Context: an optimization exercise on an open-source flow, tuned for small area and a short achievable clock period. The choices shown serve that exercise and are no tape-out recipe.
At most, simulation tests tie the RTL to the original design; equivalence was not proved.
The RTL of runs 1 to 4 was laid out without a check of its function.
No activity file was given, so power comes from the tool's default toggle rates.

==> flow/design.v <==
module Slice(A, B, din, rfo,
             nld, g,
             aD, aB, aR, aA,
             bD, bB, bR, bA,
             a, an, bn);
input  A, B, din, rfo;
input  nld, g;
input  aD, aB, aR, aA;
input  bD, bB, bR, bA;
output a, an, bn;
assign a  = (A & nld) ^ (din & g);
assign an = (din & aD) | (B & aB) | (rfo & aR) | (a & aA);
assign bn = (din & bD) | (B & bB) | (rfo & bR) | (a & bA);
endmodule
module GS(a3,a2,a1,a0,sbox_type,
          b3,b2,b1,b0);
input  a3,a2,a1,a0,sbox_type;
output b3,b2,b1,b0;
nand (a0_a2,a0,a2);
xnor (t1,a1,a0_a2);
nand (t1_a3,t1,a3);
xnor (t0,a0,t1_a3);
nor  (t0_t1,t0,t1);
xnor (t2,a2,t0_t1);
xnor (t3,a3,t2);
xnor (s1,t1,t3);
nand (t0_s1,t0,s1);
xnor (s2,t2,t0_s1);
buf  (b3,t0);
buf  (b1,s1);
buf  (b2,s2);
xor  (b0,t3,sbox_type);
endmodule
module RoundFunction(a,
                     c,
                     b);
input [63:0] a;
input [63:0] c;
output[63:0] b;
wire [15:0] s [0:3];
wire [15:0] p [0:3];
genvar i, m;
generate
    for (i = 0; i < 16; i = i + 1) begin : g
        GS sb(a[4*i+3], a[4*i+2], a[4*i+1], a[4*i], 1'b0,
              s[3][i], s[2][i], s[1][i], s[0][i]);
        for (m = 0; m < 4; m = m + 1) begin : h
            assign p[m][4*((m-i+16)%4) + i/4] = s[m][i];
            assign b[4*i+m] = p[m][i] ^ c[4*i+m];
        end
    end
endgenerate
endmodule
module LDMAC(clk,rst,
             load_s1,load_s2,
             load_k,
             load_m,
             din,
             dout,
             dout_valid,
             done);
input            clk,rst;
input            load_s1,load_s2;
output reg       load_k;
output reg       load_m;
input     [63:0] din;
output    [63:0] dout;
output reg       dout_valid;
output reg       done;
localparam [5:0] F12 = 6'd60;
localparam [5:0] F27 = 6'd5;
reg X1,X2,P1,P1F,P2,P2F,KA1,KB1,E1,E1F,KA2,KB2,E2,E2F;
reg [2:0] blok;
wire bu  = (blok == 3'd7);
wire [5:0] rc;
wire t12 = (r == F12);
wire t27 = (r == F27);
wire lfsr_clr = X2 | KA1 | KA2 | P1F | P2F | E1F | E2F;
always @(posedge clk) begin
    if (rst) begin
        X1 <= 1'b1; X2 <= 1'b0;
        P1 <= 1'b0; P1F <= 1'b0; P2 <= 1'b0; P2F <= 1'b0;
        KA1 <= 1'b0; KB1 <= 1'b0; E1 <= 1'b0; E1F <= 1'b0;
        KA2 <= 1'b0; KB2 <= 1'b0; E2 <= 1'b0; E2F <= 1'b0;
    end
    else begin
        X1  <= P2F | E2F;
        X2  <= X1;
        P1  <= (X2 & ~bu) | (P1 & ~t12);
        P1F <= P1 & t12;
        P2  <= P1F | (P2 & ~t12);
        P2F <= P2 & t12;
        KA1 <= X2 & bu;
        KB1 <= KA1;
        E1  <= KB1 | (E1 & ~t27);
        E1F <= E1 & t27;
        KA2 <= E1F;
        KB2 <= KA2;
        E2  <= KB2 | (E2 & ~t27);
        E2F <= E2 & t27;
    end
end
always @(posedge clk) begin
    dout_valid <= ~rst & (E1 | E2) & t27;
    done       <= ~rst & E2 & t27;
    load_k     <= ~rst & ((X2 & bu) | KA1 | E1F | KA2);
    load_m     <= X2;
    blok       <= rst ? 3'd0 : blok + {2'd0, X2};
end
reg [5:0] r;
assign rc = {r[4:0], ~(r[5] ^ r[4])};
always @(posedge clk) begin
    r <= lfsr_clr ? 6'd0 : rc;
end
reg  [127:0] k;
wire [127:0] kuo;
assign kuo = {k[17:16], k[31:18], k[11:0], k[15:12], k[127:32]};
always @(posedge clk) begin
    if (KA1 | KB1 | KA2 | KB2) k <= {k[63:0], din};
    else                       k <= kuo;
end
wire        kb  = KB1 | KB2;
wire        enc = kb | E1 | E2;
wire [31:0] kw  = kb ? din[31:0] : k[63:32];
reg  [63:0] c;
integer j;
always @(*) begin
    for (j = 0; j < 16; j = j + 1) begin
        c[4*j]   = ~enc | kw[j];
        c[4*j+1] = enc & kw[16+j];
        c[4*j+2] = 1'b0;
        c[4*j+3] = (j == 15) ? 1'b1 : (j < 6) ? rc[j] : 1'b0;
    end
end
wire s2A = X2 | P2 | P2F | KA2 | KB2 | E2 | E2F;   
wire em  = kb | E1 | E2;                           
wire pm  = P1 | P2;                                
wire ka  = KA1 | KA2;
wire xph = X1 | X2;
wire sw  = xph | P1F | P2F | E1F | E2F;            
wire pf  = P1F | P2F;                              
wire sel2 = s2A & ~rst;
wire ldc  = sel2 ? load_s2 : load_s1;              
wire ldo  = sel2 ? load_s1 : load_s2;              
wire dx   = rst | xph;                             
wire swp  = ~rst & sw;                             
wire rnd  = ~rst & (em | (pm & ~ldc));             
wire bx   = ~rst & sw & ~pf;                       
wire bp   = ~rst & pf;                             
reg  [63:0] A, B;
wire [63:0] a, an, bn, rfo;
wire bA_ = bx | (bp & ldc);
wire aD = swp & ldo;
wire aB = swp & ~ldo;
wire aR = ~swp & rnd;
wire aA = ~swp & ~rnd;
wire bA = bA_;
wire bR = ~bA_ & bp;
wire bD = ~bA_ & ~bp & ldo;
wire bB = ~bA_ & ~bp & ~ldo;
RoundFunction rf0(a, c, rfo);
genvar i;
generate
    for (i = 0; i < 64; i = i + 1) begin : g_bit
        Slice sl(A[i], B[i], din[i], rfo[i],
                 ~ldc, ldc | dx,
                 aD, aB, aR, aA,
                 bD, bB, bR, bA,
                 a[i], an[i], bn[i]);
    end
endgenerate
always @(posedge clk) begin
    A <= an;
    B <= bn;
end
assign dout = A;
endmodule
==> flow/run.sh <==
#!/bin/bash
# synth_recipe.tcl (not shown) runs the flow's synth.tcl, then flattens the netlist and writes it again
# the make line also repeats each setting of config.mk as NAME=value (left out here)
make -C /OpenROAD-flow-scripts/flow DESIGN_CONFIG=/design/flow/config.mk WORK_HOME=/design/flow/orfs CLKGATE_MAP_FILE= SYNTH_SCRIPT=/design/flow/synth_recipe.tcl finish
==> flow/config.mk <==
export PLATFORM = sky130hd
export DESIGN_NAME = LDMAC
export DESIGN_NICKNAME = LDMAC
export VERILOG_FILES = /design/flow/design.v
export SDC_FILE = /design/flow/constraint.sdc
export NUM_CORES = 4
export LEC_CHECK = 0
export CAP_MARGIN = 20
export CORE_MARGIN = 2
export CORE_UTILIZATION = 40
export SETUP_SLACK_MARGIN = 2.6
export SLEW_MARGIN = 20
export SYNTH_HIERARCHICAL = 1
export TNS_END_PERCENT = 0
==> flow/constraint.sdc <==
create_clock -name core_clock -period 5.0 [get_ports {clk}]
set_input_delay 1.0000 -clock core_clock [delete_from_list [all_inputs] [get_ports {clk}]]
set_output_delay 1.0000 -clock core_clock [all_outputs]
set_load 0.01 [all_outputs]
==> summary.txt, run 1 <==
clk_skew=22.1 ps; Worst setup endpoint=A[28]; total negative slack=0 ps; worst flop-to-flop path startpoint=E2; Antenna Cells=0; CTS sink count=about 280; highest clock rate=277 MHz; CTS H-tree lvls=2; Worst-Margin Slew=roughly 1000 ps; largest net degree at the start of global routing=81; clock slew at reported path FFs=60 ps; Core Footprint=~0.035 mm²; asr flop ratio synth=0; Syn Inst Count=roughly 1600; first-pass GRT wire length=between 70 and 80 mm; fill cell count=3217; Post-CTS Hold Fix Bufs=0; crit-path most repeated cell=xnor2_1; Crit. path cell count=15; Iter 0 DRT Violations=about 1600; Vias/cell=5.51; total congestion overflow=0; worst min-delay path class=register to register; Reg area=around 0.0057 mm²; final slew viol count=0; R2R Path End=A[28]; Yosys cell types=44; area post-placement=0.0164 mm²; initial cell density of the core=0.405; Antenna Nets Post-Route=0; run status=complete, no violations; Tcrit/Tclk final=0.721; CP Cell Sequence=nor4_4 > a21o_1 > mux2_4 > or4_4 > buf_6 > buf_16 > nand2_2 > xnor2_2 > inv_2 > xor2_2 > xnor2_1 > xnor2_1 > xor2_1 > a222oi_1 > o21ai_1; Nets=1906; top cells by area, synth=dfxtp_1 (39%), a222oi_1 (8.9%), mux2_1 (8.5%); endpoints failing setup=0; Via Count=approximately 13000; Multi-input gate area=just under 0.009 mm²; flops & latches, synth=~280; WL/cell=just over 20 µm; Worst VDD drop=0.237 mV; CTS tree=yes; Yosys Warn Count=18; slowest CP cell=or4_4; area grow syn2layout=32.9%; root buf cell=clkbuf_16; FF-to-FF path depth=15; CP required=5380 ps; Rel. slew slack=0.301; unrepaired setup endpoints after global routing=yes; Max-Cap Viols=0; Power Dens Cells=407 mW/mm²; Final min period=around 3600 ps; vias in the first global route=roughly 12000; overall routing resource usage=0.246; Max Root-Sink Buffers=3; crit path launch type=register; Final Hold Fails=0; final WL=~48 mm; die area=~0.037 mm²; Crit Path Category=register to register; Final HPWL DP=about 29 mm; flop2flop setup slack=between 1000 and 1500 ps; Mapped Avg Cell Area=about 9.1 µm²; WP buf/inv=3; Seq/Total Area, Yosys=0.394; Worst Setup SP=E2; Crit path arrival time=between 3000 and 4000 ps; worst skew pair latency=approximately 510 ps; top post-synthesis cells by count=dfxtp_1 (283), nand2_1 (226), inv_1 (197); slowest stage delay, CP=550 ps; port bufs=around 140; post-synthesis instance area=~0.014 mm²; chip width=194 µm; Synth area leader=dfxtp_1; Leakage=8.26 nW; CP delay by family, top=simple AND/OR/NAND/NOR gates; CTS Buf Count=34; EDFF count, synth=0; count leader, synth=dfxtp_1; Max FO, Critical Path=7; post-route cell area=between 0.015 and 0.02 mm²; layout cell share with drive strength beyond 1=0.209; top_reg_cell synth=dfxtp_1; number of top-level pins=between 100 and 150; Core Util, Final=0.538; routability cong.=0.809; Die Y=between 150 and 200 µm; CP Capture Type=register; share of the synthesized area in the top cell type=0.394; row count=69; initial antenna violation count=0; Remaining DRCs=0; first-pass iteration count of the detailed router=10
-- report_power, final --
group / leakage, nW / internal, mW / switching, mW
Combinational: 5.35 / 1.17 / 1.41
Sequential: 2.37 / 2.53 / 0.168
Clock: 0.544 / 1.52 / 0.977
Total: 8.26 / 5.23 / 2.55
-- state kept, by name (all words and copies together), names as in the netlist, 3 cells and up --
signal,count
blok,3
k,128
r,6
B,64
A,64
-- area by class of cell --
type | instances | area share
sequential | 283 | 0.297
tap | 461 | 0.0302
clock inverter | 13 | 0.00917
inverter | 197 | 0.0392
multi-input combinational | 1090 | 0.455
clock buffer | 45 | 0.0489
timing repair buffer | 228 | 0.120
-- cell usage in the layout (no fill, tap or decap), types with 8 or more instances in the layout --
cell	instances
xor2_2	20
xor2_1	60
xnor2_2	56
mux2_2	20
buf_12	8
a222oi_1	128
mux2_1	108
nor2_2	17
conb_1	42
xnor2_1	49
nor2_1	11
clkdlybuf4s50_1	132
clkbuf_1	8
buf_4	75
inv_1	136
o21ai_1	138
nand3_1	33
xnor2_4	8
nand2_1	197
a21oi_1	44
mux2i_1	32
nand2_2	21
o211ai_1	16
clkbuf_16	35
dfxtp_1	279
nand3b_1	16
inv_2	58
-- per-module statistics from Yosys (local to each module, per instance) --
module,area [µm²],flip-flops and latches,cells,copies in the design
GS,123,0,16,16
Slice,57.6,0,10,64
RoundFunction,564,0,65,1
LDMAC,8160,283,612,1
-- metrics by stage --
stage | hold WS, ps | power [mW] | std cells | setup slack, ps
2_1_floorplan | 396 | 4.18 | 1612 | 1260
3_3_place_gp | 419 | 4.84 | 2186 | 374
3_5_place_dp | 426 | 4.89 | 2186 | 339
4_1_cts | 436 | 7.72 | 2309 | 1440
5_1_grt | 445 | 8.12 | 2317 | 1290
6_report | 435 | 7.78 | 2317 | 1390
-- timing repair --
item | CTS | global route
endpoints found under the setup margin | 251 | 265
resized for setup | 202 | 32
pin swaps | 117 | 24
buffers inserted | 60 | 7
gates cloned | 5 | 0
-- per-layer routing --
layer	track usage	vias to the layer above	part of all wire
li1	-	6017	-
met1	0.327	6099	0.42
met2	0.402	541	0.46
met3	0.0349	102	0.082
met4	0.101	0	0.038
met5	0	-	0
-- logic make-up after synthesis --
family          share of synthesized area
xor+xnor                            0.126
mux                                 0.124
simple gates                        0.107
compound gates                      0.170
fa+ha+maj                         0.00348
buf+inv                            0.0746
other cells                      0.000784
flops                               0.394
-- worst min-delay path by stage --
stage / to / slack [ps] / cells past startpoint / startpoint
after floorplan: load_m / 400 / 0 / X2
after CTS: k[48] / 440 / 1 / k[80]
after global placement: k[32] / 420 / 1 / k[64]
final: k[48] / 430 / 1 / k[80]
after detailed placement: k[48] / 430 / 1 / k[80]
after global routing: k[40] / 440 / 1 / k[72]
==> run 2, diff against run 1 <==
--- a/flow/design.v
+++ b/flow/design.v
@@ -12,42 +12,48 @@
 assign an = (din & aD) | (B & aB) | (rfo & aR) | (a & aA);
 assign bn = (din & bD) | (B & bB) | (rfo & bR) | (a & bA);
 endmodule
-module GS(a3,a2,a1,a0,sbox_type,
+module GS(a3,a2,a1,a0,
           b3,b2,b1,b0);
-input  a3,a2,a1,a0,sbox_type;
+input  a3,a2,a1,a0;
 output b3,b2,b1,b0;
-nand (a0_a2,a0,a2);
-xnor (t1,a1,a0_a2);
-nand (t1_a3,t1,a3);
-xnor (t0,a0,t1_a3);
-nor  (t0_t1,t0,t1);
-xnor (t2,a2,t0_t1);
-xnor (t3,a3,t2);
-xnor (s1,t1,t3);
-nand (t0_s1,t0,s1);
-xnor (s2,t2,t0_s1);
-buf  (b3,t0);
-buf  (b1,s1);
-buf  (b2,s2);
-xor  (b0,t3,sbox_type);
+wire t1 = a1 ^ (a0 & a2);
+wire t0 = a0 ^ (t1 & a3);
+wire t2 = a2 ^ (t0 | t1);
+wire t3 = a3 ^ ~t2;
+wire s1 = t1 ^ ~t3;
+wire s2 = t2 ^ (t0 & s1);
+assign b3 = t0;
+assign b2 = s2;
+assign b1 = s1;
+assign b0 = t3;
 endmodule
 module RoundFunction(a,
-                     c,
+                     ck,
+                     rc,
                      b);
 input [63:0] a;
-input [63:0] c;
+input [31:0] ck;
+input [5:0]  rc;
 output[63:0] b;
 wire [15:0] s [0:3];
 wire [15:0] p [0:3];
 genvar i, m;
 generate
     for (i = 0; i < 16; i = i + 1) begin : g
-        GS sb(a[4*i+3], a[4*i+2], a[4*i+1], a[4*i], 1'b0,
+        GS sb(a[4*i+3], a[4*i+2], a[4*i+1], a[4*i],
               s[3][i], s[2][i], s[1][i], s[0][i]);
         for (m = 0; m < 4; m = m + 1) begin : h
             assign p[m][4*((m-i+16)%4) + i/4] = s[m][i];
-            assign b[4*i+m] = p[m][i] ^ c[4*i+m];
         end
+        assign b[4*i]   = p[0][i] ^ ck[i];
+        assign b[4*i+1] = p[1][i] ^ ck[16+i];
+        assign b[4*i+2] = p[2][i];
+        if (i < 6)
+            assign b[4*i+3] = p[3][i] ^ rc[i];
+        else if (i == 15)
+            assign b[4*i+3] = ~p[3][i];
+        else
+            assign b[4*i+3] = p[3][i];
     end
 endgenerate
 endmodule
@@ -122,16 +128,9 @@
 wire        kb  = KB1 | KB2;
 wire        enc = kb | E1 | E2;
 wire [31:0] kw  = kb ? din[31:0] : k[63:32];
-reg  [63:0] c;
-integer j;
-always @(*) begin
-    for (j = 0; j < 16; j = j + 1) begin
-        c[4*j]   = ~enc | kw[j];
-        c[4*j+1] = enc & kw[16+j];
-        c[4*j+2] = 1'b0;
-        c[4*j+3] = (j == 15) ? 1'b1 : (j < 6) ? rc[j] : 1'b0;
-    end
-end
+wire [31:0] ck;
+assign ck[15:0]  = {16{~enc}} | kw[15:0];
+assign ck[31:16] = {16{enc}} & kw[31:16];
 wire s2A = X2 | P2 | P2F | KA2 | KB2 | E2 | E2F;   
 wire em  = kb | E1 | E2;                           
 wire pm  = P1 | P2;                                
@@ -158,7 +157,7 @@
 wire bR = ~bA_ & bp;
 wire bD = ~bA_ & ~bp & ldo;
 wire bB = ~bA_ & ~bp & ~ldo;
-RoundFunction rf0(a, c, rfo);
+RoundFunction rf0(a, ck, rc, rfo);
 genvar i;
 generate
     for (i = 0; i < 64; i = i + 1) begin : g_bit
==> flow/flow/run.sh (new file) <==
#!/bin/bash
set -euo pipefail
export BUFFER_PORTS_ARGS="-buffer_cell sky130_fd_sc_hd__buf_2"
bash standard.sh > standard_flow.log 2>&1
==> flow/standard.sh (new file) <==
#!/bin/bash
# synth_recipe.tcl (not shown) runs the flow's synth.tcl, then flattens the netlist and writes it again
# the make line also repeats each setting of config.mk as NAME=value (left out here)
make -C /OpenROAD-flow-scripts/flow DESIGN_CONFIG=/design/flow/config.mk WORK_HOME=/design/flow/orfs CLKGATE_MAP_FILE= SYNTH_SCRIPT=/design/flow/synth_recipe.tcl "${@:-finish}"
removed: flow/run.sh
==> run 2 against run 1 <==
Net effect:
- wire length shrank 6.3%
- first-iteration DRC count shrank 1.4%
- clock skew shrank 5.6 ps
- register-to-register slack lost 60 ps
- combinational power shrank 27%
- critical path depth shrank 1
- synthesized area shrank 3.7%
- worst setup slack lost 60 ps
- highest routed layer is now met5
==> summary.txt, run 2 <==
area post-placement=0.0150 mm² (-8.7%); final slew viol count=0 (unchanged); Power Dens Cells=439 mW/mm² (+7.9%); area share of fa/ha/maj cells after synthesis=0.00362 (+0.000133); die area=0.0361 mm² (-3.6%); Largest Register=k; top cells by area, synth=dfxtp_1 (41%), a222oi_1 (9.3%), mux2_1 (8.8%); first-pass GRT wire length=68.0 mm (-6.0%); Hold Path Depth=1 (unchanged); Remaining DRCs=0 (unchanged); total congestion overflow=0 (unchanged); FF-to-FF path depth=14 (-1); WL/cell=20.8 µm (+0.54%); Max Root-Sink Buffers=3 (unchanged); Synth area leader=dfxtp_1; first-pass iteration count of the detailed router=10 (unchanged); Worst-Margin Slew=1090 ps (+38.4 ps); Crit path arrival time=4050 ps (+70 ps); clk_skew=16.5 ps (-5.62 ps); WHS=436 ps (+1.16 ps); Rel. slew slack=0.271 (-0.0296); row count=68 (-1.4%); initial antenna violation count=4 (+4); unrepaired setup endpoints after global routing=yes; post-route cell area=0.0163 mm² (-15%); vias in the first global route=11351 (-8.3%); chip width=190 µm (-1.8%); clock slew at reported path FFs=60 ps (about the same); Final Hold Fails=0 (unchanged); Vias/cell=5.52 (+0.28%); Hold Path Origin=k[107]; CTS sink count=283 (unchanged); most frequent cells in the layout=dfxtp_1 (283), nand2_1 (226), inv_1 (171), buf_2 (135), o21ai_1 (130); routability cong.=0.799 (-1.2%); CTS tree=yes; worst flop-to-flop path startpoint=P2; Iter 0 DRT Violations=1601 (-1.4%); top post-synthesis cells by count=dfxtp_1 (283), nand2_1 (226), inv_1 (198); EDFF count, synth=0 (unchanged); flops & latches, synth=283 (unchanged); CTS Buf Count=34 (unchanged); Final HPWL DP=28.6 mm (-2.4%); final WL=44.8 mm (-6.3%); Yosys Warn Count=8 (-10); share of the synthesized area in the top cell type=0.409 (+0.0150); top_reg_cell synth=dfxtp_1; port bufs=135 (unchanged); highest clock rate=273 MHz (-1.6%); Leakage=7.18 nW (-13%); Max FO, Critical Path=32 (+25); CTS H-tree lvls=2 (unchanged); Via Count=11928 (-6.5%); Tcrit/Tclk final=0.733 (+0.0120); CP required=5380 ps (about the same); largest family of logic cells by synthesized area=compound AO/OA/AOI/OAI gates; CP Capture Type=register; post-synthesis instance area=0.0138 mm² (-3.7%); mux contribution to synthesized area=0.129 (+0.00474); run status=complete, no violations; placed insts=2095 (-4.2%); Seq/Total Area, Yosys=0.409 (+0.0150); Antenna Nets Post-Route=0 (unchanged); worst skew pair latency=510 ps (about the same); asr flop ratio synth=0 (unchanged); worst min-delay path class=register to register; crit path launch type=register; layout cell share with drive strength beyond 1=0.166 (-0.0434); total negative slack=0 ps (unchanged); overall routing resource usage=0.243 (-0.00320); Mapped Avg Cell Area=9.00 µm² (-1.5%); Final min period=3670 ps (+60.0 ps); initial cell density of the core=0.404 (-0.00128); Worst VDD drop=0.273 mV (+15%); area grow syn2layout=17.7%; synthesized-area fraction occupied by and/or/nand/nor cells=0.108 (+0.00119); WHS Endpoint=k[75]; biggest registers after layout=k (128), A (64), B (64); commonest non-fill, non-tap cell in the layout=dfxtp_1; number of top-level pins=136 (unchanged); R2R Path End=B[23]; non-filler cells, final=2160 (-6.8%); Crit Path Category=register to register; Syn Inst Count=1538 (-2.2%); dpl ws=848 ps (+509 ps); count leader, synth=dfxtp_1; Nets=1751 (-8.1%); worst setup margin=1330 ps (-60.0 ps); Yosys cell types=40 (-9.1%); max FFs per register=128 (unchanged); largest net degree at the start of global routing=96 (+19%); root buf cell=clkbuf_16; xor/xnor share of the synthesized area=0.0955 (-0.0304); Post-CTS Hold Fix Bufs=0 (unchanged); endpoints failing setup=0 (unchanged); Core Footprint=0.0343 mm² (-3.4%); compound-cell area share of the yosys netlist=0.176 (+0.00647); flop2flop setup slack=1330 ps (-60 ps); Die Y=190 µm (-1.8%); Max-Cap Viols=0 (unchanged)
-- run 2: per-module statistics from Yosys (local to each module, per instance) --
module,cells inside,flops+latches,times used
GS,15,0,16
RoundFunction,48,0,1
LDMAC,610,283,1
Slice,10,0,64
-- run 2: cell families after synthesis --
group           count (synthesis)
compound gates                347
fa+ha+maj                       4
mux                           162
xor+xnor                      151
simple gates                  342
buf+inv                       249
flops                         283
-- run 2: what timing repair did --
action / CTS / global route
pin swaps: 10 / 6
setup buffers: 1 / 1
gates resized for setup: 35 / 3
cloned: 1 / 0
endpoints found under the setup margin: 239 / 250
-- run 2: per-stage QoR --
stage / total power [mW] / utilization
floorplan: 4.03 / -
global placement: 4.54 / 0.438
detailed placement: 4.58 / 0.438
CTS: 7.17 / 0.474
global route: 7.48 / 0.475
finish: 7.16 / 0.475
-- run 2: worst max-delay path by stage --
stage                     start    end  slack (ps)  cells after the start
after floorplan             rst   A[0]        1420                     12
after global placement      rst  A[29]         900                     14
after detailed placement    rst  B[25]         850                     14
after CTS                   KB2  B[49]        1380                     14
after global routing         P2  A[49]        1140                     14
final                        P2  B[23]        1330                     14
-- run 2: cell type report --
cell class	count	area [µm²]
Timing Repair Buffer	156	898
Inverter	198	747
Clock buffer	45	983
Sequential cell	283	5670
Fill cell	3223	18000
Multi-Input combinational cell	1006	7240
Tap cell	455	569
Clock inverter	14	181
Antenna cell	3	7.51
-- run 2: where the power goes --
part / leakage [nW] / switching (mW) / total [mW] / internal, mW
sequential: 2.37 / 0.166 / 2.70 / 2.53
combinational: 4.25 / 1.17 / 1.89 / 0.723
clock: 0.570 / 0.978 / 2.57 / 1.59
-- run 2: worst max-delay path, cell delays in order (launching register included) --
cell      delay (ps)
dfxtp_1          350
nor4_2           330
a21o_1           200
mux2_4           370
or4_4            520
buf_16           240
nand2_1          110
xnor2_1          190
inv_1            200
nand2_1          110
mux2i_1           70
a21oi_1          300
xor2_1           160
a222oi_1         260
o21ai_1          110
-- run 2: routing by layer --
| metal | track usage | share of wire |
|---|---|---|
| met1 | 0.332 | 0.44 |
| met3 | 0.0408 | 0.080 |
| met5 | 0 | 0.00062 |
| met2 | 0.391 | 0.45 |
| met4 | 0.0766 | 0.029 |
==> run 3, diff against run 2 <==
--- a/flow/design.v
+++ b/flow/design.v
@@ -82,29 +82,41 @@
 wire t12 = (r == F12);
 wire t27 = (r == F27);
 wire lfsr_clr = X2 | KA1 | KA2 | P1F | P2F | E1F | E2F;
+wire nX1  = ~rst & (P2F | E2F) | rst;
+wire nX2  = ~rst & X1;
+wire nP1  = ~rst & ((X2 & ~bu) | (P1 & ~t12));
+wire nP1F = ~rst & P1 & t12;
+wire nP2  = ~rst & (P1F | (P2 & ~t12));
+wire nP2F = ~rst & P2 & t12;
+wire nKA1 = ~rst & X2 & bu;
+wire nKB1 = ~rst & KA1;
+wire nE1  = ~rst & (KB1 | (E1 & ~t27));
+wire nE1F = ~rst & E1 & t27;
+wire nKA2 = ~rst & E1F;
+wire nKB2 = ~rst & KA2;
+wire nE2  = ~rst & (KB2 | (E2 & ~t27));
+wire nE2F = ~rst & E2 & t27;
+reg s2A;     
+reg xph;     
+reg sw;      
+reg pf;      
+reg pm;      
+reg em;      
+reg kb;      
+reg kl;      
 always @(posedge clk) begin
-    if (rst) begin
-        X1 <= 1'b1; X2 <= 1'b0;
-        P1 <= 1'b0; P1F <= 1'b0; P2 <= 1'b0; P2F <= 1'b0;
-        KA1 <= 1'b0; KB1 <= 1'b0; E1 <= 1'b0; E1F <= 1'b0;
-        KA2 <= 1'b0; KB2 <= 1'b0; E2 <= 1'b0; E2F <= 1'b0;
-    end
-    else begin
-        X1  <= P2F | E2F;
-        X2  <= X1;
-        P1  <= (X2 & ~bu) | (P1 & ~t12);
-        P1F <= P1 & t12;
-        P2  <= P1F | (P2 & ~t12);
-        P2F <= P2 & t12;
-        KA1 <= X2 & bu;
-        KB1 <= KA1;
-        E1  <= KB1 | (E1 & ~t27);
-        E1F <= E1 & t27;
-        KA2 <= E1F;
-        KB2 <= KA2;
-        E2  <= KB2 | (E2 & ~t27);
-        E2F <= E2 & t27;
-    end
+    X1 <= nX1; X2 <= nX2;
+    P1 <= nP1; P1F <= nP1F; P2 <= nP2; P2F <= nP2F;
+    KA1 <= nKA1; KB1 <= nKB1; E1 <= nE1; E1F <= nE1F;
+    KA2 <= nKA2; KB2 <= nKB2; E2 <= nE2; E2F <= nE2F;
+    s2A <= nX2 | nP2 | nP2F | nKA2 | nKB2 | nE2 | nE2F;
+    xph <= nX1 | nX2;
+    sw  <= nX1 | nX2 | nP1F | nP2F | nE1F | nE2F;
+    pf  <= nP1F | nP2F;
+    pm  <= nP1 | nP2;
+    em  <= nKB1 | nKB2 | nE1 | nE2;
+    kb  <= nKB1 | nKB2;
+    kl  <= nKA1 | nKB1 | nKA2 | nKB2;
 end
 always @(posedge clk) begin
     dout_valid <= ~rst & (E1 | E2) & t27;
@@ -122,47 +134,33 @@
 wire [127:0] kuo;
 assign kuo = {k[17:16], k[31:18], k[11:0], k[15:12], k[127:32]};
 always @(posedge clk) begin
-    if (KA1 | KB1 | KA2 | KB2) k <= {k[63:0], din};
+    if (kl) k <= {k[63:0], din};
     else                       k <= kuo;
 end
-wire        kb  = KB1 | KB2;
-wire        enc = kb | E1 | E2;
 wire [31:0] kw  = kb ? din[31:0] : k[63:32];
 wire [31:0] ck;
-assign ck[15:0]  = {16{~enc}} | kw[15:0];
-assign ck[31:16] = {16{enc}} & kw[31:16];
-wire s2A = X2 | P2 | P2F | KA2 | KB2 | E2 | E2F;   
-wire em  = kb | E1 | E2;                           
-wire pm  = P1 | P2;                                
-wire ka  = KA1 | KA2;
-wire xph = X1 | X2;
-wire sw  = xph | P1F | P2F | E1F | E2F;            
-wire pf  = P1F | P2F;                              
+assign ck[15:0]  = {16{~em}} | kw[15:0];
+assign ck[31:16] = {16{em}} & kw[31:16];
 wire sel2 = s2A & ~rst;
 wire ldc  = sel2 ? load_s2 : load_s1;              
 wire ldo  = sel2 ? load_s1 : load_s2;              
-wire dx   = rst | xph;                             
-wire swp  = ~rst & sw;                             
-wire rnd  = ~rst & (em | (pm & ~ldc));             
-wire bx   = ~rst & sw & ~pf;                       
-wire bp   = ~rst & pf;                             
+wire nrst = ~rst;
 reg  [63:0] A, B;
 wire [63:0] a, an, bn, rfo;
-wire bA_ = bx | (bp & ldc);
-wire aD = swp & ldo;
-wire aB = swp & ~ldo;
-wire aR = ~swp & rnd;
-wire aA = ~swp & ~rnd;
-wire bA = bA_;
-wire bR = ~bA_ & bp;
-wire bD = ~bA_ & ~bp & ldo;
-wire bB = ~bA_ & ~bp & ~ldo;
+wire aD = nrst & sw & ldo;                         
+wire aB = nrst & sw & ~ldo;                        
+wire aR = nrst & (em | (pm & ~ldc));               
+wire aA = ~(aD | aB | aR);                         
+wire bA = nrst & sw & (~pf | ldc);                 
+wire bR = nrst & pf & ~ldc;                        
+wire bD = (rst | ~sw) & ldo;                       
+wire bB = (rst | ~sw) & ~ldo;                      
 RoundFunction rf0(a, ck, rc, rfo);
 genvar i;
 generate
     for (i = 0; i < 64; i = i + 1) begin : g_bit
         Slice sl(A[i], B[i], din[i], rfo[i],
-                 ~ldc, ldc | dx,
+                 ~ldc, ldc | rst | xph,
                  aD, aB, aR, aA,
                  bD, bB, bR, bA,
                  a[i], an[i], bn[i]);
==> run 3 against run 2 <==
Net effect:
- sequential share of layout area is 1.7 points lower
- total power is 5.2% higher
- die area is 1.7% higher
- via count is 4.3% higher
- synthesized area is 1.7% higher
- register-to-register slack better by 750 ps
- critical path type is now input pin to register
- critical endpoint is now A[20]
- highest routed layer unchanged
==> summary.txt, run 3 <==
max FFs per register=128 (unchanged); final slew viol count=0 (unchanged); total congestion overflow=0 (unchanged); top post-synthesis cells by count=dfxtp_1 (290), inv_1 (199), nand2_1 (181); Syn Inst Count=1522 (-1.0%); post-synthesis instance area=0.0141 mm² (+1.7%); CTS H-tree lvls=2 (unchanged); first-pass iteration count of the detailed router=6 (-4); post-layout power=7.53 mW (+5.2%); vias in the first global route=11788 (+3.8%); Yosys Warn Count=8 (unchanged); Yosys cell types=41 (+2.5%); flop2flop setup slack=2080 ps (+750 ps); Core Util, Final=0.507 (+0.0318); switch share=0.330 (+0.00694); combinational share of power=0.298 (+0.034); biggest registers after layout=k (128), A (64), B (64); Final min period=3120 ps (-550 ps); worst skew pair latency=520 ps (about the same); most frequent cells in the layout=dfxtp_1 (287), nand2_1 (170), inv_1 (152), o21ai_1 (140), buf_2 (135); top_reg_cell synth=dfxtp_1; share of the synthesized area in the top cell type=0.412 (+0.00293); mux contribution to synthesized area=0.149 (+0.0195); Clock power frac=0.332 (-0.027); crit path launch type=input pin; top cells by area, synth=dfxtp_1 (41%), mux2_1 (10%), a222oi_1 (9.1%); Mapped Avg Cell Area=9.25 µm² (+2.8%); chip width=192 µm (+0.85%); routability cong.=0.800 (+0.16%); flops & latches, synth=290 (+2.5%); clock slew at reported path FFs=60 ps (about the same); CTS sink count=290 (+2.5%); port bufs=135 (unchanged); CTS Buf Count=34 (unchanged); Seq/Total Area, Yosys=0.412 (+0.00293); area grow syn2layout=24.6%; Worst-Margin Slew=1100 ps (+10.6 ps); Antenna Nets Post-Route=0 (unchanged); P_sw=2.48 mW (+7.5%); CTS tree=yes; Final Hold Fails=0 (unchanged); first-pass GRT wire length=70.2 mm (+3.2%); Rel. slew slack=0.268 (-0.00311); compound-cell area share of the yosys netlist=0.170 (-0.00559); area share of fa/ha/maj cells after synthesis=0.00355 (-0.0000620); unrepaired setup endpoints after global routing=yes; Final HPWL DP=28.9 mm (+1.2%); Core Footprint=0.0346 mm² (+0.99%); Max-Cap Viols=0 (unchanged); count leader, synth=dfxtp_1; non-filler cells, final=2182 (+1.0%); overall routing resource usage=0.251 (+0.00777); post-route cell area=0.0176 mm² (+7.8%); Tcrit/Tclk final=0.623 (-0.110); layout cell share with drive strength beyond 1=0.233 (+0.0671); EDFF count, synth=0 (unchanged); Power Dens Cells=429 mW/mm² (-2.3%); xor/xnor share of the synthesized area=0.0939 (-0.00164); Post-CTS Hold Fix Bufs=0 (unchanged); initial cell density of the core=0.407 (+0.00301); CP required=5390 ps (about the same); clk_skew=26.0 ps (+9.52 ps); Vias/cell=5.70 (+3.2%); worst setup margin=1880 ps (+550 ps); Crit Path Category=input pin to register; WL/cell=21.8 µm (+4.9%); Antenna Cells=0 (-3); total negative slack=0 ps (unchanged); endpoints failing setup=0 (unchanged); Crit path arrival time=3510 ps (-540 ps); area post-placement=0.0153 mm² (+1.8%); cell-internal power=5.05 mW (+4.2%); root buf cell=clkbuf_16; initial antenna violation count=2 (-2); dpl ws=926 ps (+78.2 ps); Max Root-Sink Buffers=3 (unchanged); largest net degree at the start of global routing=65 (-32%); synthesized-area fraction occupied by and/or/nand/nor cells=0.0967 (-0.0116); largest family of logic cells by synthesized area=compound AO/OA/AOI/OAI gates; asr flop ratio synth=0 (unchanged); Die Y=192 µm (+0.85%); Largest Register=k; worst min-delay path class=register to register; Remaining DRCs=0 (unchanged); Seq pwr share=0.370 (-0.007); Iter 0 DRT Violations=1521 (-5.0%); row count=68 (unchanged); die area=0.0367 mm² (+1.7%); placed insts=2077 (-0.86%); WHS=425 ps (-11.0 ps); run status=complete, no violations; Worst VDD drop=0.257 mV (-5.8%); final WL=47.5 mm (+6.0%); Synth area leader=dfxtp_1; Nets=1776 (+1.4%); Via Count=12436 (+4.3%); Max FO, Critical Path=34 (+6.3%); CP Capture Type=register; Leakage=7.91 nW (+10%); commonest non-fill, non-tap cell in the layout=dfxtp_1; highest clock rate=321 MHz (+18%); number of top-level pins=136 (unchanged)
run 3: cell count changes after synthesis, sizes merged, moves of 4 or more:
cell,before,now
nand2,226,181
mux2i,33,65
nor2b,8,29
nand3,33,19
a21oi,52,39
dfxtp,283,290
nor3,8,4
run 3: cell type report:
cell class                      count  area, µm²
Sequential cell                   290       5810
Tap cell                          455        569
Multi-Input combinational cell    982       7950
Fill cell                        3220      17100
Clock buffer                       50       1020
Inverter                          200        751
Clock inverter                      9        108
Timing Repair Buffer              196       1340
run 3: power groups by stage:
stage	logic [mW]	registers, mW	clock network (mW)
2_1_floorplan	1.33	2.82	0
3_3_place_gp	1.87	2.83	0
3_5_place_dp	1.90	2.83	0
4_1_cts	2.11	2.78	2.53
5_1_grt	2.41	2.81	2.63
6_report	2.24	2.79	2.50
run 3: routing by layer:
metal  global-route usage  up-vias  share of wire  wire, µm
li1                     -     5770              -         -
met1                0.332     6003           0.42     20000
met2                0.414      554           0.47     22100
met3               0.0426      105          0.083      3960
met4               0.0814        4          0.028      1330
met5                    0        -        0.00061        29
run 3: worst max-delay path: stages:
cell      delay, ps
buf_2           130
nor2b_4         150
mux2i_4         270
buf_12          160
buf_16          260
nand2_1         110
xnor2_1         250
inv_1           210
xnor2_1         170
xnor2_1         290
xor2_1          140
a222oi_1        260
o21ai_1         110
run 3: path summary, 6_finish.rpt:
check | from | end | cells after the start
worst max-delay path | rst | A[20] | 13
worst min-delay path | k[100] | k[68] | 1
worst max register to register | s2A | A[20] | 12
worst min register to register | k[100] | k[68] | 1
run 3: timing repair:
item	in CTS	in global routing
setup endpoints to repair	128	128
pin swaps	46	37
setup buffers	23	17
hold endpoints to repair	0	0
gates cloned	5	1
gates resized for setup	125	36
run 3: per-module statistics from Yosys (local to each module, per instance):
module,copies in the design,flip-flops and latches,cell area [µm²],cells inside
LDMAC,1,290,8400,594
RoundFunction,1,0,404,48
GS,16,0,100,15
Slice,64,0,57.6,10
run 3: cells by family after synthesis:
group / count (synthesis)
AND/OR/NAND/NOR: 296
XOR/XNOR: 151
AO/OA/AOI/OAI: 338
buffers and inverters: 250
multiplexers: 193
adder cells (fa/ha/maj): 4
flip-flops: 290
==> run 4, diff against run 3 <==
--- a/flow/config.mk
+++ b/flow/config.mk
@@ -8,7 +8,7 @@
 export CAP_MARGIN = 20
 export CORE_MARGIN = 2
 export CORE_UTILIZATION = 40
-export SETUP_SLACK_MARGIN = 2.6
+export SETUP_SLACK_MARGIN = 3.0
 export SLEW_MARGIN = 20
 export SYNTH_HIERARCHICAL = 1
 export TNS_END_PERCENT = 0
==> run 4 against run 3 <==
Net effect:
- largest cell class unchanged
- die area unchanged
- maximum frequency unchanged
- sequential share of layout area did not move
- first-iteration DRC count unchanged
- clock power about the same
- global-route usage stayed put
- final cell count unchanged
- total power is the same
- design area unchanged
- register-to-register slack hardly changed
- still clean on timing, DRC and antenna
- non-clock buffer count unchanged
==> summary.txt, run 4 <==
synthesized-area fraction occupied by and/or/nand/nor cells=0.0967 (unchanged); routability cong.=0.800 (unchanged); worst skew pair latency=520 ps (about the same); Nets=1776 (unchanged); final slew viol count=0 (unchanged); chip width=192 µm (unchanged); port bufs=135 (unchanged); vias in the first global route=11788 (unchanged); Worst-Margin Slew=1100 ps (unchanged); CP Capture Type=register; Crit path arrival time=3510 ps (about the same); Final min period=3120 ps (unchanged); initial cell density of the core=0.407 (unchanged); largest family of logic cells by synthesized area=compound AO/OA/AOI/OAI gates; Seq/Total Area, Yosys=0.412 (unchanged); Yosys Warn Count=8 (unchanged); final WL=47.5 mm (unchanged); compound-cell area share of the yosys netlist=0.170 (unchanged); Syn Inst Count=1522 (unchanged); count leader, synth=dfxtp_1; flop2flop setup slack=2080 ps (about the same); Final Hold Fails=0 (unchanged); Rel. slew slack=0.268 (unchanged); Via Count=12436 (unchanged); overall routing resource usage=0.251 (unchanged); post-synthesis instance area=0.0141 mm² (unchanged); top_reg_cell synth=dfxtp_1; first-pass iteration count of the detailed router=6 (unchanged); endpoints failing setup=0 (unchanged); asr flop ratio synth=0 (unchanged); crit path launch type=input pin; initial antenna violation count=2 (unchanged); Crit Path Category=input pin to register; first-pass GRT wire length=70.2 mm (unchanged); Iter 0 DRT Violations=1521 (unchanged); CTS sink count=290 (unchanged); WL/cell=21.8 µm (unchanged); post-layout power=7.53 mW (unchanged); crit-path most repeated cell=xnor2_1; Max Root-Sink Buffers=3 (unchanged); area grow syn2layout=24.6% (unchanged); largest net degree at the start of global routing=65 (unchanged); Yosys cell types=41 (unchanged); M2 GR Usage=0.414 (unchanged); slowest CP cell=xnor2_1; run status=complete, no violations; GRT met3 Usage=0.0426 (unchanged); clock slew at reported path FFs=60 ps (about the same); CTS Buf Count=34 (unchanged); Max FO, Critical Path=34 (unchanged); top post-synthesis cells by count=dfxtp_1 (290), inv_1 (199), nand2_1 (181); worst min-delay path class=register to register; fill cell count=3220 (unchanged); most frequent cells in the layout=dfxtp_1 (287), nand2_1 (170), inv_1 (152), o21ai_1 (140), buf_2 (135); unrepaired setup endpoints after global routing=yes; Die Y=192 µm (unchanged); slowest stage delay, CP=290 ps (about the same); die area=0.0367 mm² (unchanged); commonest non-fill, non-tap cell in the layout=dfxtp_1; number of top-level pins=136 (unchanged); flops & latches, synth=290 (unchanged); CP required=5390 ps (about the same); Antenna Cells=0 (unchanged); share of the synthesized area in the top cell type=0.412 (unchanged); met1 usage=0.332 (unchanged); Final HPWL DP=28.9 mm (unchanged); Antenna Nets Post-Route=0 (unchanged); CP Cell Sequence=buf_2 > nor2b_4 > mux2i_4 > buf_12 > buf_16 > nand2_1 > xnor2_1 > inv_1 > xnor2_1 > xnor2_1 > xor2_1 > a222oi_1 > o21ai_1; clk_skew=26.0 ps (unchanged); CTS H-tree lvls=2 (unchanged); Vias/cell=5.70 (unchanged); biggest registers after layout=k (128), A (64), B (64); Worst VDD drop=0.257 mV (unchanged); layout cell share with drive strength beyond 1=0.233 (unchanged); root buf cell=clkbuf_16; total negative slack=0 ps (unchanged); total congestion overflow=0 (unchanged); EDFF count, synth=0 (unchanged); highest clock rate=321 MHz (unchanged); Core Util, Final=0.507 (unchanged); Leakage=7.91 nW (unchanged); area share of fa/ha/maj cells after synthesis=0.00355 (unchanged); row count=68 (unchanged); Mapped Avg Cell Area=9.25 µm² (unchanged); xor/xnor share of the synthesized area=0.0939 (unchanged); gr busiest metal=met2; top cells by area, synth=dfxtp_1 (41%), mux2_1 (10%), a222oi_1 (9.1%); Remaining DRCs=0 (unchanged); Tcrit/Tclk final=0.623 (unchanged); Largest Register=k; Core Footprint=0.0346 mm² (unchanged); Power Dens Cells=429 mW/mm² (unchanged); mux contribution to synthesized area=0.149 (unchanged); max FFs per register=128 (unchanged); Synth area leader=dfxtp_1; Max-Cap Viols=0 (unchanged); CTS tree=yes
run 4: layout make-up:
class	count	area, µm²	share of cell area
clock inverter	9	108	0.00613
timing repair buffer	196	1340	0.0765
multi-input combinational	982	7950	0.453
tap	455	569	0.0324
sequential	290	5810	0.331
clock buffer	50	1020	0.0583
inverter	200	751	0.0428
run 4: cells by family after synthesis:
kind of cell	after synthesis
AO/OA/AOI/OAI	338
XOR/XNOR	151
adder cells (fa/ha/maj)	4
buffers and inverters	250
flip-flops	290
multiplexers	193
AND/OR/NAND/NOR	296
run 4: per-module statistics from Yosys (local to each module, per instance):
module         area [µm²]  flip-flops and latches  copies in the design
RoundFunction         404                       0                     1
LDMAC                8400                     290                     1
Slice                57.6                       0                    64
GS                    100                       0                    16
run 4: where the power goes:
group / switching (mW) / internal, mW / total [mW]
Sequential: 0.185 / 2.60 / 2.79
Clock: 0.979 / 1.52 / 2.50
Combinational: 1.32 / 0.921 / 2.24
run 4: per-layer routing:
| metal | wire length (µm) | vias up | part of all wire |
|---|---|---|---|
| met5 | 29 | - | 0.00061 |
| met4 | 1330 | 4 | 0.028 |
| met3 | 3960 | 105 | 0.083 |
| met2 | 22100 | 554 | 0.47 |
| met1 | 20000 | 6003 | 0.42 |
| li1 | - | 5770 | - |
run 4: final timing paths:
check	start	end	depth (start not counted)
worst max register to register	s2A	A[20]	12
worst min-delay path	k[100]	k[68]	1
worst min register to register	k[100]	k[68]	1
worst max-delay path	rst	A[20]	13
run 4: through the flow:
step	std cells	hold slack (ps)	setup WS [ps]	cell area, µm²
global route	2182	444	1770	17600
CTS	2164	430	1940	17200
finish	2182	425	1880	17600
floorplan	1522	410	503	14100
detailed placement	2077	416	926	15300
global placement	2077	414	925	15300
run 4: what timing repair did:
action | 4_1_cts | 5_1_grt
hold buffers | 0 | 0
resized for setup | 125 | 36
endpoints found under the setup margin | 163 | 233
buffers inserted | 23 | 17
pin swaps | 46 | 37
cloned | 5 | 1
hold endpoints to repair | 0 | 0
run 4: critical path, delay by kind of cell:
| kind | cells | cell delay, ps |
|---|---|---|
| AOI/OAI and AO/OA | 2 | 370 |
| buffers and inverters | 4 | 760 |
| and+or+nand+nor | 2 | 260 |
| xor gates and xnor gates | 4 | 850 |
| muxes | 1 | 270 |
==> run 5, diff against run 4 <==
--- a/flow/design.v
+++ b/flow/design.v
@@ -1,16 +1,16 @@
-module Slice(A, B, din, rfo,
+module Slice(A, B, din, rA, rD,
              nld, g,
-             aD, aB, aR, aA,
+             aD, aB, aR, aL, aA,
              bD, bB, bR, bA,
              a, an, bn);
-input  A, B, din, rfo;
+input  A, B, din, rA, rD;
 input  nld, g;
-input  aD, aB, aR, aA;
+input  aD, aB, aR, aL, aA;
 input  bD, bB, bR, bA;
 output a, an, bn;
 assign a  = (A & nld) ^ (din & g);
-assign an = (din & aD) | (B & aB) | (rfo & aR) | (a & aA);
-assign bn = (din & bD) | (B & bB) | (rfo & bR) | (a & bA);
+assign an = (din & aD) | (B & aB) | (rA & aR) | (rD & aL) | (a & aA);
+assign bn = (din & bD) | (B & bB) | (rA & bR) | (a & bA);
 endmodule
 module GS(a3,a2,a1,a0,
           b3,b2,b1,b0);
@@ -146,22 +146,24 @@
 wire ldo  = sel2 ? load_s1 : load_s2;              
 wire nrst = ~rst;
 reg  [63:0] A, B;
-wire [63:0] a, an, bn, rfo;
+wire [63:0] a, an, bn, rA, rD;
 wire aD = nrst & sw & ldo;                         
 wire aB = nrst & sw & ~ldo;                        
-wire aR = nrst & (em | (pm & ~ldc));               
-wire aA = ~(aD | aB | aR);                         
+wire aR = nrst & (em | pm) & ~ldc;                 
+wire aL = nrst & em & ldc;                         
+wire aA = ~(aD | aB | aR | aL);                    
 wire bA = nrst & sw & (~pf | ldc);                 
 wire bR = nrst & pf & ~ldc;                        
 wire bD = (rst | ~sw) & ldo;                       
 wire bB = (rst | ~sw) & ~ldo;                      
-RoundFunction rf0(a, ck, rc, rfo);
+RoundFunction rf0(A,   ck, rc, rA);
+RoundFunction rf1(din, ck, rc, rD);
 genvar i;
 generate
     for (i = 0; i < 64; i = i + 1) begin : g_bit
-        Slice sl(A[i], B[i], din[i], rfo[i],
+        Slice sl(A[i], B[i], din[i], rA[i], rD[i],
                  ~ldc, ldc | rst | xph,
-                 aD, aB, aR, aA,
+                 aD, aB, aR, aL, aA,
                  bD, bB, bR, bA,
                  a[i], an[i], bn[i]);
     end
--- a/flow/config.mk
+++ b/flow/config.mk
@@ -8,6 +8,8 @@
 export CAP_MARGIN = 20
 export CORE_MARGIN = 2
 export CORE_UTILIZATION = 40
+export CTS_BUF_LIST = sky130_fd_sc_hd__clkbuf_8
+export CTS_CLUSTER_SIZE = 30
 export SETUP_SLACK_MARGIN = 3.0
 export SLEW_MARGIN = 20
 export SYNTH_HIERARCHICAL = 1
==> run 5 against run 4 <==
Net effect:
- via count up 24%
- final cell count up 20%
- worst hold slack better by 1.6 ps
- largest power group unchanged
- highest routed layer unchanged
==> summary.txt, run 5 <==
Final Hold Fails=0 (unchanged); vias in the first global route=14601 (+24%); Max-Cap Viols=0 (unchanged); Leakage=8.64 nW (+9.3%); die area=0.0435 mm² (+18%); routability cong.=0.804 (+0.41%); Core Footprint=0.0411 mm² (+19%); slowest CP cell=dfxtp_4; CP Cell Sequence=buf_4; routed wl met2=27.7 mm (+25%); Syn Inst Count=1813 (+19%); Vias/cell=5.86 (+2.7%); number of top-level pins=136 (unchanged); DRT met1 WL=25.6 mm (+28%); slowest stage delay, CP=360 ps (+70 ps); R2R Path End=A[25]; Hold Path Depth=1 (unchanged); Rel. slew slack=0.387 (+0.119); Power Dens Cells=395 mW/mm² (-7.8%); chip width=209 µm (+8.8%); row count=74 (+8.8%); worst skew pair latency=620 ps (+100 ps); clk_skew=28.6 ps (+2.54 ps); most frequent cells in the layout=dfxtp_1 (221), nand2_1 (214), xnor2_1 (161), inv_1 (145), o21ai_1 (130); first-pass iteration count of the detailed router=8 (+2); Remaining DRCs=0 (unchanged); placed insts=2422 (+17%); layout cell share with drive strength beyond 1=0.237 (+0.00382); Worst-Margin Slew=919 ps (-179 ps); Final min period=2130 ps (-991 ps); CTS tree=yes; Tcrit/Tclk final=0.425 (-0.198); overall routing resource usage=0.266 (+0.0159); Via Count=15359 (+24%); endpoints failing setup=0 (unchanged); CTS Buf Count=54 (+59%); CP Capture Type=output port; final WL=61.6 mm (+30%); Hold Path Origin=k[113]; Max FO, Critical Path=2 (-94%); Final HPWL DP=34.5 mm (+19%); Antenna Nets Post-Route=0 (unchanged); initial antenna violation count=6 (+4); Multi-input gate area=0.0101 mm² (+28%); port bufs=135 (unchanged); initial cell density of the core=0.407 (+0.000520); max FFs per register=128 (unchanged); crit path launch type=register; total congestion overflow=0 (unchanged); post-synthesis instance area=0.0167 mm² (+19%); WP buf/inv=1 (-3); worst flop-to-flop path startpoint=A[32]; Mapped Avg Cell Area=9.23 µm² (-0.21%); CTS sink count=290 (unchanged); Die Y=209 µm (+8.8%); FF-to-FF path depth=9 (-3); Crit Path Category=register to output port; Yosys Warn Count=8 (unchanged); clock slew at reported path FFs=70 ps (about the same); Iter 0 DRT Violations=1633 (+7.4%); Nets=2117 (+19%); Largest Register=k; biggest registers after layout=k (128), A (64), B (64); Crit path arrival time=1130 ps (-2380 ps); commonest non-fill, non-tap cell in the layout=dfxtp_1; largest net degree at the start of global routing=65 (unchanged); Reg area=0.00606 mm² (+4.3%); run status=complete, no violations; Max Root-Sink Buffers=3 (unchanged); WL/cell=23.5 µm (+8.0%); worst min-delay path class=register to register; highest clock rate=470 MHz (+47%); non-filler cells, final=2623 (+20%); Worst VDD drop=0.216 mV (-16%); area grow syn2layout=22.2%; fill cell count=3780 (+17%); total negative slack=0 ps (unchanged); CP delay by family, top=flip-flops; CTS H-tree lvls=2 (unchanged); root buf cell=clkbuf_8; routed wl met3=5.97 mm (+51%); Highest Signal Layer=met5; WHS Endpoint=k[81]; WHS=426 ps (+1.62 ps); flop2flop setup slack=2960 ps (+880 ps); Post-CTS Hold Fix Bufs=0 (unchanged); first-pass GRT wire length=89.6 mm (+28%); final slew viol count=0 (unchanged); unrepaired setup endpoints after global routing=yes; CP required=4000 ps (-1390 ps)
run 5: routing by layer:
metal  up-vias  GRT usage
met2       808      0.423
met4         4      0.106
met3       148     0.0546
li1       7018          -
met5         -          0
met1      7381      0.355
run 5: cell type report:
class	instances	area share
Inverter	136	0.0251
Antenna cell	3	0.000367
Sequential cell	290	0.296
Multi-Input combinational cell	1316	0.496
Clock inverter	32	0.0152
Tap cell	532	0.0325
Timing Repair Buffer	247	0.0899
Clock buffer	67	0.0451
run 5: power by group:
group	total, mW	internal, mW	switching (mW)	leakage (nW)
sequential	2.87	2.65	0.213	2.45
clock	2.63	1.53	1.10	0.682
combinational	2.60	1.08	1.51	5.52
run 5: worst max path at each step:
stage | slack, ps | to | depth (start not counted) | from
2_1_floorplan | 820 | A[0] | 6 | rst
3_3_place_gp | 1460 | A[63] | 8 | rst
3_5_place_dp | 1460 | B[11] | 8 | rst
4_1_cts | 2860 | dout[6] | 1 | A[6]
5_1_grt | 2870 | dout[53] | 1 | A[53]
6_report | 2870 | dout[50] | 1 | A[50]
run 5: what timing repair did:
| item | 4_1_cts | 5_1_grt |
|---|---|---|
| pin swaps | 3 | 1 |
| hold endpoints to repair | 0 | 0 |
| cloned | 5 | 4 |
| buffers inserted | 79 | 11 |
| resized for setup | 175 | 29 |
| setup endpoints to repair | 201 | 262 |
run 5: stage by stage:
step / power, mW / util / area, µm² / setup slack, ps
finish: 8.09 / 0.498 / 20500 / 2870
global route: 8.45 / 0.498 / 20500 / 2870
CTS: 8.04 / 0.491 / 20200 / 2860
detailed placement: 5.10 / 0.435 / 17900 / 1460
global placement: 5.05 / 0.435 / 17900 / 1460
floorplan: 4.46 / - / 16800 / 818
==> run 6, diff against run 5 <==
--- a/flow/config.mk
+++ b/flow/config.mk
@@ -8,8 +8,6 @@
 export CAP_MARGIN = 20
 export CORE_MARGIN = 2
 export CORE_UTILIZATION = 40
-export CTS_BUF_LIST = sky130_fd_sc_hd__clkbuf_8
-export CTS_CLUSTER_SIZE = 30
 export SETUP_SLACK_MARGIN = 3.0
 export SLEW_MARGIN = 20
 export SYNTH_HIERARCHICAL = 1
==> run 6 against run 5 <==
Net effect:
- design area rose by 0.45%
- still clean on timing, DRC and antenna
- register-to-register slack got worse by 50 ps
- final cell count fell by 2.6%
- clock-buffer cell count fell by 19
- non-clock buffer count fell by 32
- synthesized area did not move
- maximum frequency rose by 0.66%
- global-route usage rose by 1.4 points
- worst hold slack improved by 3.6 ps
- critical path type is now input pin to register
- total power fell by 0.49%
- sequential power rose by 4%
- first-iteration DRC count rose by 2.9%
- highest routed layer unchanged
==> summary.txt, run 6 <==
run status=complete, no violations; post-route cell area=0.0206 mm² (+0.45%); port bufs=135 (unchanged); CTS tree=yes; routability cong.=0.804 (unchanged); Final Hold Fails=0 (unchanged); CTS Buf Count=35 (-35%); Tcrit/Tclk final=0.422 (-0.00280); Rel. slew slack=0.384 (-0.00326); max FFs per register=128 (unchanged); Crit Path Category=input pin to register; fill cell count=3786 (+0.16%); number of top-level pins=136 (unchanged); unrepaired setup endpoints after global routing=yes; clock slew at reported path FFs=60 ps (about the same); Vias/cell=5.97 (+2.0%); first-pass iteration count of the detailed router=9 (+1); flop2flop setup slack=2910 ps (-50 ps); vias in the first global route=14582 (-0.13%); Syn Inst Count=1813 (unchanged); row count=74 (unchanged); CTS sink count=290 (unchanged); Power Dens Cells=392 mW/mm² (-0.93%); root buf cell=clkbuf_16; most frequent cells in the layout=dfxtp_1 (222), nand2_1 (214), xnor2_1 (139), inv_1 (135), o21ai_1 (130); final WL=62.4 mm (+1.2%); Antenna Nets Post-Route=0 (unchanged); post-synthesis instance area=0.0167 mm² (unchanged); Final min period=2110 ps (-14.0 ps); Core Footprint=0.0411 mm² (unchanged); Multi-input gate area=0.0104 mm² (+2.1%); commonest non-fill, non-tap cell in the layout=dfxtp_1; Iter 0 DRT Violations=1680 (+2.9%); biggest registers after layout=k (128), A (64), B (64); CP Capture Type=register; Worst VDD drop=0.232 mV (+7.5%); die area=0.0435 mm² (unchanged); Worst-Margin Slew=924 ps (+4.89 ps); Final HPWL DP=34.5 mm (unchanged); area post-placement=0.0179 mm² (unchanged); dpl ws=1460 ps (unchanged); Die Y=209 µm (unchanged); Nets=2066 (-2.4%); Max FO, Critical Path=27 (+25); Yosys Warn Count=8 (unchanged); highest clock rate=474 MHz (+0.66%); final slew viol count=0 (unchanged); CP required=5400 ps (+1400 ps); total negative slack=0 ps (unchanged); chip width=209 µm (unchanged); largest net degree at the start of global routing=65 (unchanged); Max-Cap Viols=0 (unchanged); initial cell density of the core=0.407 (unchanged); WL/cell=24.4 µm (+3.8%); area grow syn2layout=22.8%; Reg area=0.00606 mm² (about the same); crit path launch type=input pin; Leakage=8.59 nW (-0.56%); endpoints failing setup=0 (unchanged); clk_skew=27.0 ps (-1.56 ps); Remaining DRCs=0 (unchanged); worst skew pair latency=530 ps (-90 ps); initial antenna violation count=4 (-2); CTS H-tree lvls=2 (unchanged); first-pass GRT wire length=93.0 mm (+3.8%); layout cell share with drive strength beyond 1=0.223 (-0.0134); total congestion overflow=0 (unchanged); Crit path arrival time=2510 ps (+1380 ps); overall routing resource usage=0.281 (+0.0140); worst min-delay path class=register to register; Largest Register=k; worst setup margin=2890 ps (+14.0 ps); Mapped Avg Cell Area=9.23 µm² (unchanged); Post-CTS Hold Fix Bufs=0 (unchanged); Via Count=15268 (-0.59%); WHS=430 ps (+3.57 ps); Core Util, Final=0.500 (+0.00222); Max Root-Sink Buffers=3 (unchanged)
## run 6: metal layers
layer | share of wire | track usage | vias up | routed length, µm
li1 | - | - | 6936 | -
met1 | 0.42 | 0.374 | 7477 | 26200
met2 | 0.45 | 0.443 | 726 | 28200
met3 | 0.089 | 0.0562 | 127 | 5570
met4 | 0.039 | 0.117 | 2 | 2410
met5 | 0.00021 | 0 | - | 13
## run 6: critical path, cell delays in order
cell and delay (ps):
buf_12 150, nor2b_4 170, mux2i_4 280, buf_6 140, nor3b_4 40, buf_12 160
buf_16 180, a221oi_4 240, o21ai_1 120
## run 6: layout make-up
type | instances | area share
inverter | 136 | 0.0252
tap | 532 | 0.0324
multi-input combinational | 1316 | 0.504
antenna | 3 | 0.000365
timing repair buffer | 215 | 0.0861
sequential | 290 | 0.295
clock inverter | 16 | 0.00968
clock buffer | 48 | 0.0475
## run 6: worst paths after layout
kind / cells after the start / from / end
worst max-delay path: 9 / rst / A[6]
worst min-delay path: 1 / k[71] / k[39]
worst max register to register: 7 / sw / A[4]
worst min register to register: 1 / k[71] / k[39]
## run 6: per-stage QoR
step / total power, mW / cells
3_3_place_gp: 5.05 / 2422
3_5_place_dp: 5.10 / 2422
4_1_cts: 8.00 / 2550
2_1_floorplan: 4.46 / 1813
5_1_grt: 8.39 / 2554
6_report: 8.05 / 2556
## run 6: power by group
part	switching (mW)	total, mW	internal (mW)
sequential	0.323	2.98	2.66
combinational	1.40	2.43	1.03
clock	1.06	2.64	1.58
total	2.78	8.05	5.27
## run 6: what timing repair did
item / 4_1_cts / 5_1_grt
resized for setup: 213 / 16
endpoints found under the hold margin: 0 / 0
setup endpoints to repair: 194 / 259
cloned: 13 / 0
pin swaps: 10 / 1
buffers inserted: 51 / 3
==> run 7, diff against run 6 <==
--- a/flow/config.mk
+++ b/flow/config.mk
@@ -8,6 +8,8 @@
 export CAP_MARGIN = 20
 export CORE_MARGIN = 2
 export CORE_UTILIZATION = 40
+export CTS_CLUSTER_DIAMETER = 150
+export CTS_CLUSTER_SIZE = 25
 export SETUP_SLACK_MARGIN = 3.0
 export SLEW_MARGIN = 20
 export SYNTH_HIERARCHICAL = 1
==> run 7 against run 6 <==
Net effect:
- critical endpoint is now A[22]
- clock skew grew 11 ps
- sequential share of layout area up 0.43 points
- critical path depth shrank 1
- design area is 1.4% lower
- largest cell class unchanged
- flip-flop and latch count is the same
- synthesized area unchanged
- highest routed layer unchanged
- still clean
- non-clock buffer count grew 44
- sequential power shrank 4%
- clock power down 48%
- total power is 15% lower
- die area stayed put
- first-iteration DRC count is 4.9% higher
==> summary.txt, run 7 <==
CTS tree=yes; CTS H-tree lvls=1 (-1); overall routing resource usage=0.279 (-0.00115); CTS sink count=290 (unchanged); Largest Register=k; post-route cell area=0.0203 mm² (-1.4%); first-pass iteration count of the detailed router=8 (-1); worst skew pair latency=530 ps (about the same); post-synthesis instance area=0.0167 mm² (unchanged); chip width=209 µm (unchanged); Iter 0 DRT Violations=1763 (+4.9%); CP Capture Type=register; Syn Inst Count=1813 (unchanged); Mapped Avg Cell Area=9.23 µm² (unchanged); CP required=5430 ps (+30 ps); row count=74 (unchanged); Reg area=0.00606 mm² (unchanged); Final HPWL DP=34.5 mm (unchanged); final WL=62.7 mm (+0.52%); Hold Path Depth=1 (unchanged); endpoints failing setup=0 (unchanged); CTS Buf Count=15 (-57%); port bufs=135 (unchanged); Die Y=209 µm (unchanged); Core Footprint=0.0411 mm² (unchanged); max FFs per register=128 (unchanged); Worst VDD drop=0.204 mV (-12%); total negative slack=0 ps (unchanged); initial cell density of the core=0.407 (unchanged); most frequent cells in the layout=dfxtp_1 (222), nand2_1 (213), xnor2_1 (138), inv_1 (135); initial antenna violation count=4 (unchanged); Power Dens Cells=339 mW/mm² (-13%); Worst-Margin Slew=722 ps (-202 ps); Antenna Nets Post-Route=0 (unchanged); worst min-delay path class=register to register; Max-Cap Viols=0 (unchanged); Remaining DRCs=0 (unchanged); run status=complete, no violations; Max Root-Sink Buffers=3 (unchanged); root buf cell=clkbuf_16; Nets=2091 (+1.2%); WL/cell=24.5 µm (+0.56%); first-pass GRT wire length=92.8 mm (-0.19%); Leakage=8.49 nW (-1.2%); vias in the first global route=14417 (-1.1%); area grow syn2layout=21.0%; post-layout power=6.88 mW (-15%); Crit Path Category=input pin to register; Yosys Warn Count=8 (unchanged); clock slew at reported path FFs=120 ps (+60 ps); Rel. slew slack=0.518 (+0.134); Final min period=2110 ps (+0.400 ps); FF-to-FF path depth=7 (unchanged); flop2flop setup slack=3010 ps (+100 ps); Max FO, Critical Path=13 (-52%); Via Count=15278 (+0.065%); area post-placement=0.0179 mm² (unchanged); total congestion overflow=0 (unchanged); clk_skew=37.7 ps (+10.7 ps); Final Hold Fails=0 (unchanged); Crit path arrival time=2540 ps (+30 ps); biggest registers after layout=k (128), A (64), B (64); Post-CTS Hold Fix Bufs=0 (unchanged); layout cell share with drive strength beyond 1=0.228 (+0.00506); Tcrit/Tclk final=0.422 (about the same); Vias/cell=5.98 (+0.10%); fill cell count=3796 (+0.26%); largest net degree at the start of global routing=65 (unchanged); number of top-level pins=136 (unchanged); final slew viol count=0 (unchanged); routability cong.=0.804 (unchanged); commonest non-fill, non-tap cell in the layout=dfxtp_1; highest clock rate=474 MHz (about the same); unrepaired setup endpoints after global routing=yes; crit path launch type=input pin; die area=0.0435 mm² (unchanged); Multi-input gate area=0.0104 mm² (+0.30%)
==> run 7: area by class of cell <==
cell class	count	area share
diodes	3	0.000371
flip-flops and latches	290	0.299
clock buffers	16	0.0187
repair buffers	259	0.109
inverters	136	0.0256
well taps	532	0.0329
clock inverters	2	0.000988
multi-input cells	1317	0.513
==> run 7: final timing paths <==
kind           start     to
min            k[75]  k[43]
max reg2reg       kb   A[9]
min reg2reg    k[75]  k[43]
max          load_s2  A[22]
==> run 7: where the power goes <==
| group | switching (mW) | internal (mW) |
|---|---|---|
| combinational | 1.54 | 1.11 |
| sequential | 0.215 | 2.65 |
| clock | 0.808 | 0.558 |
==> run 7: worst max-delay path, stage by stage <==
cell      delay (ps)
clkbuf_4         160
nor2b_4          160
a21oi_4          270
and3_4           280
buf_4            290
a22o_1           210
a221oi_2          40
o21ai_1          130
==> run 7: repair_timing <==
| item | CTS | global route |
|---|---|---|
| resized for setup | 231 | 10 |
| setup buffers | 89 | 4 |
| cloned | 19 | 0 |
| pin swaps | 11 | 0 |
| setup endpoints to repair | 227 | 258 |
==> run 7: through the flow <==
stage / utilization / cells / hold slack (ps) / setup WS [ps]
2_1_floorplan: - / 1813 / 410 / 818
3_3_place_gp: 0.435 / 2422 / 413 / 1460
3_5_place_dp: 0.435 / 2422 / 419 / 1460
4_1_cts: 0.490 / 2548 / 426 / 2950
5_1_grt: 0.493 / 2554 / 429 / 2890
6_report: 0.493 / 2555 / 421 / 2890
==> run 7: routing by layer <==
layer | part of all wire | GRT usage | up-vias
li1 | - | - | 6951
met1 | 0.42 | 0.376 | 7446
met2 | 0.46 | 0.454 | 758
met3 | 0.091 | 0.0452 | 121
met4 | 0.036 | 0.0985 | 2
met5 | 0.00021 | 0 | -

-- port drivers added, routing unchanged --
How much do the figures lean on ideal ports? The routed layouts below were timed once more, with nothing changed but the port constraints.
Step 1 sets driving cells, clkbuf_16 on the clock port and buf_2 on the other inputs (assumed; they add their load-dependent delay and slew).
Step 2 moves the port delays by t, midway between the first and last clock arrival at a register: inputs arrive t later, outputs are due t later. That takes back most of the time a late clock gives input paths.
a / b / c = ideal / step 1 / step 2; a / b = the first two.
run	shift t [ns]	setup WS [ns]	clock arrival spread, ns
run 1	0.550	1.393 / 1.393 / 0.967	0.023 / 0.022
run 2	0.548	1.333 / 1.333 / 0.910	0.017 / 0.017
run 3	0.559	1.883 / 1.917 / 1.357	0.026 / 0.027
run 4	0.559	1.883 / 1.917 / 1.357	0.026 / 0.027
run 5	0.655	2.875 / 2.824 / 2.245	0.028 / 0.029
run 6	0.574	2.889 / 2.867 / 2.323	0.028 / 0.027
run 7	0.564	2.888 / 2.899 / 2.335	0.038 / 0.038
After both steps every run listed still meets setup and hold. The setup slack of run 5, which loses most, moves by -0.051 ns with the drivers and by -0.630 ns with both steps.
